This design comes from an exercise in tuning for small area and a short achievable clock period on the open sky130 flow, not from production work. Function was not checked in any run shown here: the RTL went through the layout flow alone.

==> flow/design.v (outline; a module is shown in full before it is edited, if it fits) <==
// module PrefixAdd32: 169 lines
// module ConvEngine: 700 lines
module ConvEngine (
    input         clk,
    input         rst,
    input  [31:0] DMAport,
    input         acc_enable,
    input         acc_clear,
    output [31:0] result
);
  // ...
==> flow/run.sh <==
#!/bin/bash
# synth_recipe.tcl (not shown) runs the flow's synth.tcl, then flattens the netlist and writes it again
# the make line also repeats each setting of config.mk as NAME=value (left out here)
make -C /OpenROAD-flow-scripts/flow DESIGN_CONFIG=/design/flow/config.mk WORK_HOME=/design/flow/orfs CLKGATE_MAP_FILE= SYNTH_SCRIPT=/design/flow/synth_recipe.tcl finish
==> flow/config.mk <==
export PLATFORM = sky130hd
export DESIGN_NAME = ConvEngine
export DESIGN_NICKNAME = ConvEngine
export VERILOG_FILES = /design/flow/design.v
export SDC_FILE = /design/flow/constraint.sdc
export NUM_CORES = 4
export LEC_CHECK = 0
export CAP_MARGIN = 20
export CORE_MARGIN = 2
export CORE_UTILIZATION = 40
export CTS_BUF_LIST = sky130_fd_sc_hd__clkbuf_8
export SETUP_SLACK_MARGIN = 4.5
export SLEW_MARGIN = 20
export SYNTH_HIERARCHICAL = 1
export SYNTH_MINIMUM_KEEP_SIZE = 0
==> flow/constraint.sdc <==
create_clock -name core_clock -period 10.0 [get_ports {clk}]
set_input_delay 2.0000 -clock core_clock [delete_from_list [all_inputs] [get_ports {clk}]]
set_output_delay 2.0000 -clock core_clock [all_outputs]
set_load 0.01 [all_outputs]
==> metrics.json, run 1 <==
{
  "floorplanning": {
    "coreArea_um2": 52550
  },
  "worst_setup_path": {
    "crit_path_start": "acc_p[3]$_DFFE_PP0P_",
    "timing.rr.start": "wv$_DFFE_PP0P_",
    "worst-path-stages": 10,
    "worst_ep_arrival_time_ns": 3.27,
    "r2r.worst_path.cells": 24,
    "cp_num_buf_inv": 2,
    "setup.worst_path.start_class": "flip-flop",
    "worst_ep_required_time_ns": 8.00
  },
  "sta": {
    "post_layout_minimum_cycle_time_ns": 5.272,
    "finalCritPeriodShare_pct": 52.72,
    "setup_violations": 0
  },
  "min_path": {
    "worst_hold_startpoint": "R1[17]$_DFFE_PP_"
  },
  "cts": {
    "tritoncts": "built",
    "post_cts.resized_instances": 4,
    "cts-buffers-inserted": 55,
    "clkTransAtPathRegs_ns": 0.06,
    "worst_skew_pair.late_latency_ns": 0.65,
    "cts_hold_buffers": 0
  },
  "layout": {
    "layout.nets": 2161,
    "biggest_cell_category_by_area_in_the_final_layout": "multi-input gates",
    "n_fill_cell": 4886,
    "mostFrequentLayoutCell": "sky130_fd_sc_hd__inv_1",
    "finish.utilization_pct": 45.12
  },
  "yosys": {
    "muxShareOfSynthArea_pct": 2.947,
    "synth-edff-count": 194,
    "yosys_most_used_dff": "sky130_fd_sc_hd__edfxtp_1",
    "syn-instance-count": 1822,
    "post_synth_and_or_nand_nor_area_fraction_pct": 7.008,
    "postSynthAreaPerCell_um2": 11.65,
    "synthDominantCellAreaShare_pct": 27.44
  },
  "global_routing": {
    "gr-max-usage-layer": "met2",
    "grt_pass1_vias": 14430,
    "gr-usage-met2_pct": 32.15
  },
  "detailed_routing": {
    "maxUsedRoutingLayer": "met4",
    "final_antenna_net_count": 0,
    "detailroute.via_count": 13700,
    "via_per_inst": 5.242
  },
  "run_status": {
    "status": "timing/DRC/antenna clean"
  },
  "placed_design": {
    "hpwl_um": 37020,
    "portBuffers": 63
  }
}
==> run 2: changes to the inputs <==
--- a/flow/design.v
+++ b/flow/design.v
@@ -822,48 +822,206 @@
   wire n527 = 1'b1 ^ n462 ^ n463;
   wire n528 = (1'b1 & n462) | (1'b1 & n463) | (n462 & n463);
   wire n529 = 1'b1 ^ n464 ^ n465;
   wire n530 = (1'b1 & n464) | (1'b1 & n465) | (n464 & n465);
   wire n531 = 1'b1 ^ n466 ^ n467;
   wire n532 = (1'b1 & n466) | (1'b1 & n467) | (n466 & n467);
   wire n533 = 1'b1 ^ n468 ^ n469;
   wire n534 = (1'b1 & n468) | (1'b1 & n469) | (n468 & n469);
-  wire [31:0] early_p = {((n533) ^ (n532)), ((n531) ^ (n530)), ((n529) ^ (n528)), ((n527) ^ (n526)), ((n525) ^ (n524)), ((n523) ^ (n522)), ((n521) ^ (n520)), ((n519) ^ (n518)), ((n517) ^ (n516)), ((n515) ^ (n514)), ((n513) ^ (n512)), ((n511) ^ (n510)), ((n509) ^ (n508)), ((n507) ^ (n506)), ((n505) ^ (n504)), ((n503) ^ (n502)), ((n501) ^ (n500)), ((n499) ^ (n498)), ((n497) ^ (n496)), ((n495) ^ (n494)), ((n493) ^ (n492)), ((n491) ^ (n490)), ((n489) ^ (n488)), ((n487) ^ (n486)), ((n485) ^ (n484)), ((n483) ^ (n482)), ((n481) ^ (n480)), ((n479) ^ (n478)), ((n477) ^ (n476)), ((n475) ^ (n474)), ((n473) ^ (n472)), ((n471) ^ (n407))};
-  wire [31:0] early_g = {((n533) & (n532)), ((n531) & (n530)), ((n529) & (n528)), ((n527) & (n526)), ((n525) & (n524)), ((n523) & (n522)), ((n521) & (n520)), ((n519) & (n518)), ((n517) & (n516)), ((n515) & (n514)), ((n513) & (n512)), ((n511) & (n510)), ((n509) & (n508)), ((n507) & (n506)), ((n505) & (n504)), ((n503) & (n502)), ((n501) & (n500)), ((n499) & (n498)), ((n497) & (n496)), ((n495) & (n494)), ((n493) & (n492)), ((n491) & (n490)), ((n489) & (n488)), ((n487) & (n486)), ((n485) & (n484)), ((n483) & (n482)), ((n481) & (n480)), ((n479) & (n478)), ((n477) & (n476)), ((n475) & (n474)), ((n473) & (n472)), ((n471) & (n407))};
-  PrefixAdd32 early_adder (.p(early_p), .g(early_g), .sum(early));
-  wire n535 = n271 ^ n241 ^ early[0];
-  wire n536 = (n271 & n241) | (n271 & early[0]) | (n241 & early[0]);
-  wire n537 = n273 ^ n272 ^ early[1];
-  wire n538 = (n273 & n272) | (n273 & early[1]) | (n272 & early[1]);
-  wire n539 = n275 ^ n274 ^ early[2];
-  wire n540 = (n275 & n274) | (n275 & early[2]) | (n274 & early[2]);
-  wire n541 = n277 ^ n276 ^ early[3];
-  wire n542 = (n277 & n276) | (n277 & early[3]) | (n276 & early[3]);
-  wire n543 = n279 ^ n278 ^ early[4];
-  wire n544 = (n279 & n278) | (n279 & early[4]) | (n278 & early[4]);
-  wire n545 = n281 ^ n280 ^ early[5];
-  wire n546 = (n281 & n280) | (n281 & early[5]) | (n280 & early[5]);
-  wire n547 = n283 ^ n282 ^ early[6];
-  wire n548 = (n283 & n282) | (n283 & early[6]) | (n282 & early[6]);
-  wire n549 = n285 ^ n284 ^ early[7];
-  wire n550 = (n285 & n284) | (n285 & early[7]) | (n284 & early[7]);
-  wire n551 = n287 ^ n286 ^ early[8];
-  wire n552 = (n287 & n286) | (n287 & early[8]) | (n286 & early[8]);
-  wire n553 = n289 ^ n288 ^ early[9];
-  wire n554 = (n289 & n288) | (n289 & early[9]) | (n288 & early[9]);
-  wire n555 = n291 ^ n290 ^ early[10];
-  wire n556 = (n291 & n290) | (n291 & early[10]) | (n290 & early[10]);
-  wire n557 = n293 ^ n292 ^ early[11];
-  wire n558 = (n293 & n292) | (n293 & early[11]) | (n292 & early[11]);
-  wire n559 = n295 ^ n294 ^ early[12];
-  wire n560 = (n295 & n294) | (n295 & early[12]) | (n294 & early[12]);
-  wire n561 = n297 ^ n296 ^ early[13];
-  wire n562 = (n297 & n296) | (n297 & early[13]) | (n296 & early[13]);
-  wire n563 = n299 ^ n298 ^ early[14];
-  wire n564 = (n299 & n298) | (n299 & early[14]) | (n298 & early[14]);
-  wire n565 = n270 ^ n300 ^ early[15];
-  wire n566 = (n270 & n300) | (n270 & early[15]) | (n300 & early[15]);
-  wire n567 = 1'b1 ^ early[16];
-  wire n568 = 1'b1 & early[16];
-  assign t2p = {early[31], early[30], early[29], early[28], early[27], early[26], early[25], early[24], early[23], early[22], early[21], early[20], early[19], early[18], (n568 ^ early[17]), (n566 ^ n567), (n564 ^ n565), (n562 ^ n563), (n560 ^ n561), (n558 ^ n559), (n556 ^ n557), (n554 ^ n555), (n552 ^ n553), (n550 ^ n551), (n548 ^ n549), (n546 ^ n547), (n544 ^ n545), (n542 ^ n543), (n540 ^ n541), (n538 ^ n539), (n536 ^ n537), n535};
-  assign t2g = {1'b0, 1'b0, 1'b0, 1'b0, 1'b0, 1'b0, 1'b0, 1'b0, 1'b0, 1'b0, 1'b0, 1'b0, 1'b0, 1'b0, (n568 & early[17]), (n566 & n567), (n564 & n565), (n562 & n563), (n560 & n561), (n558 & n559), (n556 & n557), (n554 & n555), (n552 & n553), (n550 & n551), (n548 & n549), (n546 & n547), (n544 & n545), (n542 & n543), (n540 & n541), (n538 & n539), (n536 & n537), 1'b0};
+  wire n535 = ((n473) & (n472)) | (((n473) ^ (n472)) & ((n471) & (n407)));
+  wire n536 = ((n473) ^ (n472)) & ((n471) ^ (n407));
+  wire n537 = ((n477) & (n476)) | (((n477) ^ (n476)) & ((n475) & (n474)));
+  wire n538 = ((n477) ^ (n476)) & ((n475) ^ (n474));
+  wire n539 = ((n481) & (n480)) | (((n481) ^ (n480)) & ((n479) & (n478)));
+  wire n540 = ((n481) ^ (n480)) & ((n479) ^ (n478));
+  wire n541 = ((n485) & (n484)) | (((n485) ^ (n484)) & ((n483) & (n482)));
+  wire n542 = ((n485) ^ (n484)) & ((n483) ^ (n482));
+  wire n543 = ((n489) & (n488)) | (((n489) ^ (n488)) & ((n487) & (n486)));
+  wire n544 = ((n489) ^ (n488)) & ((n487) ^ (n486));
+  wire n545 = ((n493) & (n492)) | (((n493) ^ (n492)) & ((n491) & (n490)));
+  wire n546 = ((n493) ^ (n492)) & ((n491) ^ (n490));
+  wire n547 = ((n497) & (n496)) | (((n497) ^ (n496)) & ((n495) & (n494)));
+  wire n548 = ((n497) ^ (n496)) & ((n495) ^ (n494));
+  wire n549 = ((n501) & (n500)) | (((n501) ^ (n500)) & ((n499) & (n498)));
+  wire n550 = ((n501) ^ (n500)) & ((n499) ^ (n498));
+  wire n551 = ((n505) & (n504)) | (((n505) ^ (n504)) & ((n503) & (n502)));
+  wire n552 = ((n505) ^ (n504)) & ((n503) ^ (n502));
+  wire n553 = ((n509) & (n508)) | (((n509) ^ (n508)) & ((n507) & (n506)));
+  wire n554 = ((n509) ^ (n508)) & ((n507) ^ (n506));
+  wire n555 = ((n513) & (n512)) | (((n513) ^ (n512)) & ((n511) & (n510)));
+  wire n556 = ((n513) ^ (n512)) & ((n511) ^ (n510));
+  wire n557 = ((n517) & (n516)) | (((n517) ^ (n516)) & ((n515) & (n514)));
+  wire n558 = ((n517) ^ (n516)) & ((n515) ^ (n514));
+  wire n559 = ((n521) & (n520)) | (((n521) ^ (n520)) & ((n519) & (n518)));
+  wire n560 = ((n521) ^ (n520)) & ((n519) ^ (n518));
+  wire n561 = ((n525) & (n524)) | (((n525) ^ (n524)) & ((n523) & (n522)));
+  wire n562 = ((n525) ^ (n524)) & ((n523) ^ (n522));
+  wire n563 = ((n529) & (n528)) | (((n529) ^ (n528)) & ((n527) & (n526)));
+  wire n564 = ((n529) ^ (n528)) & ((n527) ^ (n526));
+  wire n565 = ((n533) & (n532)) | (((n533) ^ (n532)) & ((n531) & (n530)));
+  wire n566 = ((n533) ^ (n532)) & ((n531) ^ (n530));
+  wire n567 = ((n475) & (n474)) | (((n475) ^ (n474)) & n535);
+  wire n568 = ((n475) ^ (n474)) & n536;
+  wire n569 = n537 | (n538 & n535);
+  wire n570 = n538 & n536;
+  wire n571 = ((n483) & (n482)) | (((n483) ^ (n482)) & n539);
+  wire n572 = ((n483) ^ (n482)) & n540;
+  wire n573 = n541 | (n542 & n539);
+  wire n574 = n542 & n540;
+  wire n575 = ((n491) & (n490)) | (((n491) ^ (n490)) & n543);
+  wire n576 = ((n491) ^ (n490)) & n544;
+  wire n577 = n545 | (n546 & n543);
+  wire n578 = n546 & n544;
+  wire n579 = ((n499) & (n498)) | (((n499) ^ (n498)) & n547);
+  wire n580 = ((n499) ^ (n498)) & n548;
+  wire n581 = n549 | (n550 & n547);
+  wire n582 = n550 & n548;
+  wire n583 = ((n507) & (n506)) | (((n507) ^ (n506)) & n551);
+  wire n584 = ((n507) ^ (n506)) & n552;
+  wire n585 = n553 | (n554 & n551);
+  wire n586 = n554 & n552;
+  wire n587 = ((n515) & (n514)) | (((n515) ^ (n514)) & n555);
+  wire n588 = ((n515) ^ (n514)) & n556;
+  wire n589 = n557 | (n558 & n555);
+  wire n590 = n558 & n556;
+  wire n591 = ((n523) & (n522)) | (((n523) ^ (n522)) & n559);
+  wire n592 = ((n523) ^ (n522)) & n560;
+  wire n593 = n561 | (n562 & n559);
+  wire n594 = n562 & n560;
+  wire n595 = ((n531) & (n530)) | (((n531) ^ (n530)) & n563);
+  wire n596 = ((n531) ^ (n530)) & n564;
+  wire n597 = n565 | (n566 & n563);
+  wire n598 = n566 & n564;
+  wire n599 = ((n479) & (n478)) | (((n479) ^ (n478)) & n569);
+  wire n600 = ((n479) ^ (n478)) & n570;
+  wire n601 = n539 | (n540 & n569);
+  wire n602 = n540 & n570;
+  wire n603 = n571 | (n572 & n569);
+  wire n604 = n572 & n570;
+  wire n605 = n573 | (n574 & n569);
+  wire n606 = n574 & n570;
+  wire n607 = ((n495) & (n494)) | (((n495) ^ (n494)) & n577);
+  wire n608 = ((n495) ^ (n494)) & n578;
+  wire n609 = n547 | (n548 & n577);
+  wire n610 = n548 & n578;
+  wire n611 = n579 | (n580 & n577);
+  wire n612 = n580 & n578;
+  wire n613 = n581 | (n582 & n577);
+  wire n614 = n582 & n578;
+  wire n615 = ((n511) & (n510)) | (((n511) ^ (n510)) & n585);
+  wire n616 = ((n511) ^ (n510)) & n586;
+  wire n617 = n555 | (n556 & n585);
+  wire n618 = n556 & n586;
+  wire n619 = n587 | (n588 & n585);
+  wire n620 = n588 & n586;
+  wire n621 = n589 | (n590 & n585);
+  wire n622 = n590 & n586;
+  wire n623 = ((n527) & (n526)) | (((n527) ^ (n526)) & n593);
+  wire n624 = ((n527) ^ (n526)) & n594;
+  wire n625 = n563 | (n564 & n593);
+  wire n626 = n564 & n594;
+  wire n627 = n595 | (n596 & n593);
+  wire n628 = n596 & n594;
+  wire n629 = n597 | (n598 & n593);
+  wire n630 = n598 & n594;
+  wire n631 = ((n487) & (n486)) | (((n487) ^ (n486)) & n605);
+  wire n632 = ((n487) ^ (n486)) & n606;
+  wire n633 = n543 | (n544 & n605);
+  wire n634 = n544 & n606;
+  wire n635 = n575 | (n576 & n605);
+  wire n636 = n576 & n606;
+  wire n637 = n577 | (n578 & n605);
+  wire n638 = n578 & n606;
+  wire n639 = n607 | (n608 & n605);
+  wire n640 = n608 & n606;
+  wire n641 = n609 | (n610 & n605);
+  wire n642 = n610 & n606;
+  wire n643 = n611 | (n612 & n605);
+  wire n644 = n612 & n606;
+  wire n645 = n613 | (n614 & n605);
+  wire n646 = n614 & n606;
+  wire n647 = ((n519) & (n518)) | (((n519) ^ (n518)) & n621);
+  wire n648 = ((n519) ^ (n518)) & n622;
+  wire n649 = n559 | (n560 & n621);
+  wire n650 = n560 & n622;
+  wire n651 = n591 | (n592 & n621);
+  wire n652 = n592 & n622;
+  wire n653 = n593 | (n594 & n621);
+  wire n654 = n594 & n622;
+  wire n655 = n623 | (n624 & n621);
+  wire n656 = n624 & n622;
+  wire n657 = n625 | (n626 & n621);
+  wire n658 = n626 & n622;
+  wire n659 = n627 | (n628 & n621);
+  wire n660 = n628 & n622;
+  wire n661 = n629 | (n630 & n621);
+  wire n662 = n630 & n622;
+  wire n663 = ((n503) & (n502)) | (((n503) ^ (n502)) & n645);
+  wire n664 = ((n503) ^ (n502)) & n646;
+  wire n665 = n551 | (n552 & n645);
+  wire n666 = n552 & n646;
+  wire n667 = n583 | (n584 & n645);
+  wire n668 = n584 & n646;
+  wire n669 = n585 | (n586 & n645);
+  wire n670 = n586 & n646;
+  wire n671 = n615 | (n616 & n645);
+  wire n672 = n616 & n646;
+  wire n673 = n617 | (n618 & n645);
+  wire n674 = n618 & n646;
+  wire n675 = n619 | (n620 & n645);
+  wire n676 = n620 & n646;
+  wire n677 = n621 | (n622 & n645);
+  wire n678 = n622 & n646;
+  wire n679 = n647 | (n648 & n645);
+  wire n680 = n648 & n646;
+  wire n681 = n649 | (n650 & n645);
+  wire n682 = n650 & n646;
+  wire n683 = n651 | (n652 & n645);
+  wire n684 = n652 & n646;
+  wire n685 = n653 | (n654 & n645);
+  wire n686 = n654 & n646;
+  wire n687 = n655 | (n656 & n645);
+  wire n688 = n656 & n646;
+  wire n689 = n657 | (n658 & n645);
+  wire n690 = n658 & n646;
+  wire n691 = n659 | (n660 & n645);
+  wire n692 = n660 & n646;
+  wire n693 = n661 | (n662 & n645);
+  wire n694 = n662 & n646;
+  assign early = {(((n533) ^ (n532)) ^ n691), (((n531) ^ (n530)) ^ n689), (((n529) ^ (n528)) ^ n687), (((n527) ^ (n526)) ^ n685), (((n525) ^ (n524)) ^ n683), (((n523) ^ (n522)) ^ n681), (((n521) ^ (n520)) ^ n679), (((n519) ^ (n518)) ^ n677), (((n517) ^ (n516)) ^ n675), (((n515) ^ (n514)) ^ n673), (((n513) ^ (n512)) ^ n671), (((n511) ^ (n510)) ^ n669), (((n509) ^ (n508)) ^ n667), (((n507) ^ (n506)) ^ n665), (((n505) ^ (n504)) ^ n663), (((n503) ^ (n502)) ^ n645), (((n501) ^ (n500)) ^ n643), (((n499) ^ (n498)) ^ n641), (((n497) ^ (n496)) ^ n639), (((n495) ^ (n494)) ^ n637), (((n493) ^ (n492)) ^ n635), (((n491) ^ (n490)) ^ n633), (((n489) ^ (n488)) ^ n631), (((n487) ^ (n486)) ^ n605), (((n485) ^ (n484)) ^ n603), (((n483) ^ (n482)) ^ n601), (((n481) ^ (n480)) ^ n599), (((n479) ^ (n478)) ^ n569), (((n477) ^ (n476)) ^ n567), (((n475) ^ (n474)) ^ n535), (((n473) ^ (n472)) ^ ((n471) & (n407))), ((n471) ^ (n407))};
+  wire n695 = n271 ^ n241 ^ early[0];
+  wire n696 = (n271 & n241) | (n271 & early[0]) | (n241 & early[0]);
+  wire n697 = n273 ^ n272 ^ early[1];
+  wire n698 = (n273 & n272) | (n273 & early[1]) | (n272 & early[1]);
+  wire n699 = n275 ^ n274 ^ early[2];
+  wire n700 = (n275 & n274) | (n275 & early[2]) | (n274 & early[2]);
+  wire n701 = n277 ^ n276 ^ early[3];
+  wire n702 = (n277 & n276) | (n277 & early[3]) | (n276 & early[3]);
+  wire n703 = n279 ^ n278 ^ early[4];
+  wire n704 = (n279 & n278) | (n279 & early[4]) | (n278 & early[4]);
+  wire n705 = n281 ^ n280 ^ early[5];
+  wire n706 = (n281 & n280) | (n281 & early[5]) | (n280 & early[5]);
+  wire n707 = n283 ^ n282 ^ early[6];
+  wire n708 = (n283 & n282) | (n283 & early[6]) | (n282 & early[6]);
+  wire n709 = n285 ^ n284 ^ early[7];
+  wire n710 = (n285 & n284) | (n285 & early[7]) | (n284 & early[7]);
+  wire n711 = n287 ^ n286 ^ early[8];
+  wire n712 = (n287 & n286) | (n287 & early[8]) | (n286 & early[8]);
+  wire n713 = n289 ^ n288 ^ early[9];
+  wire n714 = (n289 & n288) | (n289 & early[9]) | (n288 & early[9]);
+  wire n715 = n291 ^ n290 ^ early[10];
+  wire n716 = (n291 & n290) | (n291 & early[10]) | (n290 & early[10]);
+  wire n717 = n293 ^ n292 ^ early[11];
+  wire n718 = (n293 & n292) | (n293 & early[11]) | (n292 & early[11]);
+  wire n719 = n295 ^ n294 ^ early[12];
+  wire n720 = (n295 & n294) | (n295 & early[12]) | (n294 & early[12]);
+  wire n721 = n297 ^ n296 ^ early[13];
+  wire n722 = (n297 & n296) | (n297 & early[13]) | (n296 & early[13]);
+  wire n723 = n299 ^ n298 ^ early[14];
+  wire n724 = (n299 & n298) | (n299 & early[14]) | (n298 & early[14]);
+  wire n725 = n270 ^ n300 ^ early[15];
+  wire n726 = (n270 & n300) | (n270 & early[15]) | (n300 & early[15]);
+  wire n727 = 1'b1 ^ early[16];
+  wire n728 = 1'b1 & early[16];
+  assign t2p = {early[31], early[30], early[29], early[28], early[27], early[26], early[25], early[24], early[23], early[22], early[21], early[20], early[19], early[18], (n728 ^ early[17]), (n726 ^ n727), (n724 ^ n725), (n722 ^ n723), (n720 ^ n721), (n718 ^ n719), (n716 ^ n717), (n714 ^ n715), (n712 ^ n713), (n710 ^ n711), (n708 ^ n709), (n706 ^ n707), (n704 ^ n705), (n702 ^ n703), (n700 ^ n701), (n698 ^ n699), (n696 ^ n697), n695};
+  assign t2g = {1'b0, 1'b0, 1'b0, 1'b0, 1'b0, 1'b0, 1'b0, 1'b0, 1'b0, 1'b0, 1'b0, 1'b0, 1'b0, 1'b0, (n728 & early[17]), (n726 & n727), (n724 & n725), (n722 & n723), (n720 & n721), (n718 & n719), (n716 & n717), (n714 & n715), (n712 & n713), (n710 & n711), (n708 & n709), (n706 & n707), (n704 & n705), (n702 & n703), (n700 & n701), (n698 & n699), (n696 & n697), 1'b0};
 endmodule
==> run 2 against run 1 <==
- core utilization increased by 0.50 points
- clock skew increased by 0.00086 ns
- via count decreased by 5.9%
- register-to-register slack improved by 0.02 ns
- wire length decreased by 6.8%
- fmax decreased by 0.15%
- critical endpoint is now result[27]
- highest routed layer unchanged
==> metrics.json, run 2 <==
{
  "sta": {
    "post_layout_minimum_cycle_time": {"value": 5.280, "unit": "ns", "change": "was 5.272 ns"},
    "hold-worst-slack": {"value": 0.4459, "unit": "ns", "change": "was 0.4624 ns"},
    "fin_worst_skew": {"value": 0.02593, "unit": "ns", "change": "was 0.02507 ns"},
    "finalCritPeriodShare": {"value": 52.80, "unit": "%", "change": "was 52.72%"},
    "setup_violations": {"value": 0, "change": "unchanged"},
    "achievable-frequency": {"value": 0.1894, "unit": "GHz", "change": "was 0.1897 GHz"},
    "final.setup.tns": {"value": 0, "unit": "ns", "change": "unchanged"},
    "worst_pin_slew": {"value": 1.017, "unit": "ns", "change": "was 1.002 ns"},
    "setup_slack": {"value": 4.720, "unit": "ns", "change": "was 4.728 ns"},
    "rsz0062_at_grt": {"value": "true", "change": "unchanged"},
    "timing.final.hold_violations": {"value": 0, "change": "unchanged"},
    "slew_headroom": {"value": 32.23, "unit": "%", "change": "was 33.19%"},
    "final_max_slew_viol_count": {"value": 0, "change": "unchanged"}
  },
  "cts": {
    "clkTransAtPathRegs": {"value": 0.06, "unit": "ns", "change": "about the same"},
    "largest_buffer_count_on_any_clock_path": {"value": 3, "change": "unchanged"},
    "cts-buffers-inserted": {"value": 54, "change": "was 55"},
    "clock_sinks": {"value": 319, "change": "unchanged"},
    "clock-root-buffer": {"value": "sky130_fd_sc_hd__clkbuf_8", "change": "unchanged"},
    "cts_hold_buffers": {"value": 0, "change": "unchanged"},
    "worst_skew_pair.late_latency": {"value": 0.65, "unit": "ns", "change": "about the same"},
    "cts.htree.levels": {"value": 2, "change": "unchanged"},
    "tritoncts": {"value": "built", "change": "unchanged"}
  },
  "detailed_routing": {
    "final_antenna_net_count": {"value": 0, "change": "unchanged"},
    "wire_per_inst": {"value": 18.35, "unit": "um", "change": "was 19.14 um"},
    "dr.pass1.iters": {"value": 6, "change": "was 5"},
    "wl": {"value": 46590, "unit": "um", "change": "was 50010 um"},
    "via_per_inst": {"value": 5.074, "change": "was 5.242"},
    "first_iter_violations": {"value": 969, "change": "was 856"},
    "remaining_drc_errors": {"value": 0, "change": "unchanged"},
    "detailroute.via_count": {"value": 12880, "change": "was 13700"}
  },
  "layout": {
    "mostFrequentLayoutCell": {"value": "sky130_fd_sc_hd__inv_1", "change": "unchanged"},
    "antennaDiodeCount": {"value": 0, "change": "unchanged"},
    "layout_common_cells": {"value": "sky130_fd_sc_hd__inv_1, sky130_fd_sc_hd__edfxtp_1, sky130_fd_sc_hd__fa_1", "change": "unchanged"},
    "instances_no_fill": {"value": 2539, "change": "was 2613"},
    "area_delta_synth_final": {"value": 12.55, "unit": "%", "change": "was 11.69%"},
    "final_layout_size_suffix_gt1_share": {"value": 8.141, "unit": "%", "change": "was 9.662%"},
    "largest_register_ff_count": {"value": 32, "change": "unchanged"},
    "layout.nets": {"value": 2101, "change": "was 2161"},
    "max_flop_register": {"value": "acc_p", "change": "unchanged"}
  },
  "yosys": {
    "ys_top_cells_by_count": {"value": "sky130_fd_sc_hd__inv_1, sky130_fd_sc_hd__edfxtp_1, sky130_fd_sc_hd__fa_1", "change": "unchanged"},
    "synth_compound_area_share": {"value": 11.89, "unit": "%", "change": "was 13.79%"},
    "largest_family_of_logic_cells_by_synthesized_area": {"value": "adder cells", "change": "unchanged"},
    "synth_top_area_cell": {"value": "sky130_fd_sc_hd__edfxtp_1", "change": "unchanged"},
    "yosys_most_used_dff": {"value": "sky130_fd_sc_hd__edfxtp_1", "change": "unchanged"},
    "muxShareOfSynthArea": {"value": 2.147, "unit": "%", "change": "was 2.947%"},
    "synthDominantCellAreaShare": {"value": 28.65, "unit": "%", "change": "was 27.44%"},
    "postSynthAreaPerCell": {"value": 11.57, "unit": "um2", "change": "was 11.65 um2"},
    "post_synth_instance_area": {"value": 20330, "unit": "um2", "change": "was 21230 um2"},
    "post_synth_and_or_nand_nor_area_fraction": {"value": 7.371, "unit": "%", "change": "was 7.008%"},
    "synth_xor_area_share": {"value": 7.193, "unit": "%", "change": "was 7.468%"},
    "adder_cell_fraction_of_synth_area": {"value": 20.96, "unit": "%", "change": "was 20.02%"},
    "synth-seq-area-share": {"value": 44.08, "unit": "%", "change": "was 42.23%"},
    "yosysWarnings": {"value": 7, "change": "unchanged"},
    "synth-edff-count": {"value": 194, "change": "unchanged"},
    "syn-instance-count": {"value": 1758, "change": "was 1822"},
    "ys_ff_latch": {"value": 319, "change": "unchanged"},
    "ys_types": {"value": 70, "change": "was 82"},
    "asr_flop_ratio_synth": {"value": 39.18, "unit": "%", "change": "unchanged"},
    "synth.most_common_cell": {"value": "sky130_fd_sc_hd__inv_1", "change": "unchanged"},
    "synth.top_cells.by_area": {"value": "sky130_fd_sc_hd__edfxtp_1, sky130_fd_sc_hd__fa_1, sky130_fd_sc_hd__dfrtp_1", "change": "unchanged"}
  },
  "min_path": {
    "class_of_the_tightest_hold_or_removal_check": {"value": "flip-flop to flip-flop", "change": "unchanged"}
  },
  "floorplanning": {
    "die_width": {"value": 229.5, "unit": "um", "change": "was 234.4 um"},
    "coreArea": {"value": 50170, "unit": "um2", "change": "was 52550 um2"},
    "i_o_pin_cnt": {"value": 68, "change": "unchanged"},
    "dieArea": {"value": 52660, "unit": "um2", "change": "was 54930 um2"},
    "std_cell_rows": {"value": 82, "change": "was 84"},
    "die-height": {"value": 229.5, "unit": "um", "change": "was 234.4 um"},
    "initial_core_util": {"value": 40.53, "unit": "%", "change": "was 40.40%"}
  },
  "worst_setup_path": {
    "worst_ep_arrival_time": {"value": 3.28, "unit": "ns", "change": "was 3.27 ns"},
    "worst_ep_required_time": {"value": 8.00, "unit": "ns", "change": "about the same"},
    "critical_path.max_fanout": {"value": 6, "change": "was 5"},
    "timing_worst_setup_path_type": {"value": "flip-flop to output pin", "change": "unchanged"},
    "worst-r2r-setup-slack": {"value": 4.80, "unit": "ns", "change": "was 4.78 ns"},
    "setup.worst_path.start_class": {"value": "flip-flop", "change": "unchanged"},
    "cp-end-kind": {"value": "output pin", "change": "unchanged"}
  },
  "global_routing": {
    "grt_start_max_net_pins": {"value": 65, "change": "was 68"},
    "antenna_found_initial": {"value": 0, "change": "was 1"},
    "grt_first_pass_wirelength": {"value": 74660, "unit": "um", "change": "was 79780 um"},
    "overflow": {"value": 0, "change": "unchanged"},
    "grt_pass1_vias": {"value": 13620, "change": "was 14430"},
    "globalRouteTotalUtil": {"value": 17.93, "unit": "%", "change": "was 18.86%"}
  },
  "flow_run": {
    "cap_violations": {"value": 0, "change": "unchanged"}
  },
  "placed_design": {
    "dp_cells": {"value": 2435, "change": "was 2504"},
    "gp_congestion": {"value": 0.9214, "change": "was 0.8601"},
    "hpwl": {"value": 33830, "unit": "um", "change": "was 37020 um"},
    "placement.setup.worst_slack": {"value": 4.208, "unit": "ns", "change": "was 4.558 ns"},
    "portBuffers": {"value": 63, "change": "unchanged"}
  },
  "run_status": {
    "status": {"value": "timing/DRC/antenna clean", "change": "unchanged"}
  }
}
## run 2: what timing repair did
action                     in CTS  in global routing
buffers inserted                0                  2
gates resized for setup         2                  8
pin swaps                       0                  2
setup endpoints to repair       9                 18
## run 2: kinds of logic after synthesis
| group | count (synthesis) |
|---|---|
| buf+inv | 339 |
| simple gates | 331 |
| flops | 319 |
| compound gates | 314 |
| fa+ha+maj | 244 |
| xor+xnor | 167 |
| mux | 43 |
| other cells | 1 |
## run 2: stage by stage
stage / utilization, % / area [um2]
4_1_cts: 45.54 / 22850
3_3_place_gp: 43.27 / 21710
2_1_floorplan: - / 20420
5_1_grt: 45.62 / 22890
3_5_place_dp: 43.27 / 21710
6_report: 45.62 / 22890
## run 2: final cells by class
| class | instances | area (um2) |
|---|---|---|
| Clock inverter | 34 | 201.4 |
| Sequential cell | 319 | 8970 |
| Clock buffer | 68 | 935.9 |
| Multi-Input combinational cell | 1121 | 10260 |
| Fill cell | 4617 | 27280 |
| Inverter | 244 | 918.4 |
| Timing Repair Buffer | 81 | 755.7 |
| Tap cell | 672 | 840.8 |
## run 2: final timing paths
path                                               to  depth (start not counted)                   from
worst min register to register        XP[8]$_DFF_PP0_                          2        R0[8]$_DFFE_PP_
max in group asynchronous            bo[11]$_DFF_PP0_                          3                    rst
worst min-delay path                  XP[8]$_DFF_PP0_                          2        R0[8]$_DFFE_PP_
worst max-delay path                       result[27]                          9  acc_p[11]$_DFFE_PP0P_
min in group asynchronous         wrow[2]$_DFFE_PP0P_                          2                    rst
worst max register to register  acc_p[15]$_DFFE_PP0P_                         17         vv$_DFFE_PP0P_
## run 2: per-module statistics from Yosys (local to each module, per instance)
| module | times used | cell area, um2 | cells | flops+latches |
|---|---|---|---|---|
| ConvEngine | 1 | 19480 | 1641 | 319 |
| PrefixAdd32 | 1 | 853.3 | 117 | 0 |
## run 2: critical path, stage by stage (launching register included)
cell and delay, ns:
sky130_fd_sc_hd__dfrtp_1 0.50, sky130_fd_sc_hd__a21oi_2 0.24, sky130_fd_sc_hd__o211ai_2 0.14, sky130_fd_sc_hd__a221oi_4 0.32
sky130_fd_sc_hd__o211ai_4 0.19, sky130_fd_sc_hd__a31oi_4 0.27, sky130_fd_sc_hd__nor2b_2 0.08, sky130_fd_sc_hd__a31o_1 0.23
sky130_fd_sc_hd__xor2_1 0.12, sky130_fd_sc_hd__clkdlybuf4s50_1 0.55
## run 2: layer usage
| metal | global-route usage, % | vias to the layer above | wire length [um] |
|---|---|---|---|
| li1 | - | 6109 | - |
| met1 | 23.79 | 6419 | 20420 |
| met2 | 30.48 | 288 | 23170 |
| met3 | 2.415 | 67 | 1838 |
| met4 | 5.662 | 0 | 1166 |
| met5 | 0 | - | 0 |

==> port drivers added, routing unchanged <==
In the flow no input, the clock included, has a driving cell. The finished layouts below were timed again as built, in two steps.
Step 1: set_driving_cell puts a clkbuf_16 on clk and a buf_2 on each other input, an assumption about the parent block.
Step 2 adds t to the input delays and takes it off the output delays; t is the mean of the earliest and latest rising clock arrival at the registers after step 1. Input paths then give back, and output paths get back, about the clock's delay inside the block.
a / b / c = ideal / step 1 / step 2; a / b = the first two.
| run | t (ns) | slack for setup (ns) | hold slack, ns |
|---|---|---|---|
| run 1 | 0.688 | 4.728 / 4.677 / 4.611 | 0.462 / 0.462 / 0.462 |
| run 2 | 0.692 | 4.720 / 4.668 / 4.644 | 0.446 / 0.446 / 0.446 |
After both steps setup and hold are still met in every run listed. For run 1, which loses most, drivers alone change the setup slack by -0.051 ns; drivers and shift together by -0.117 ns.
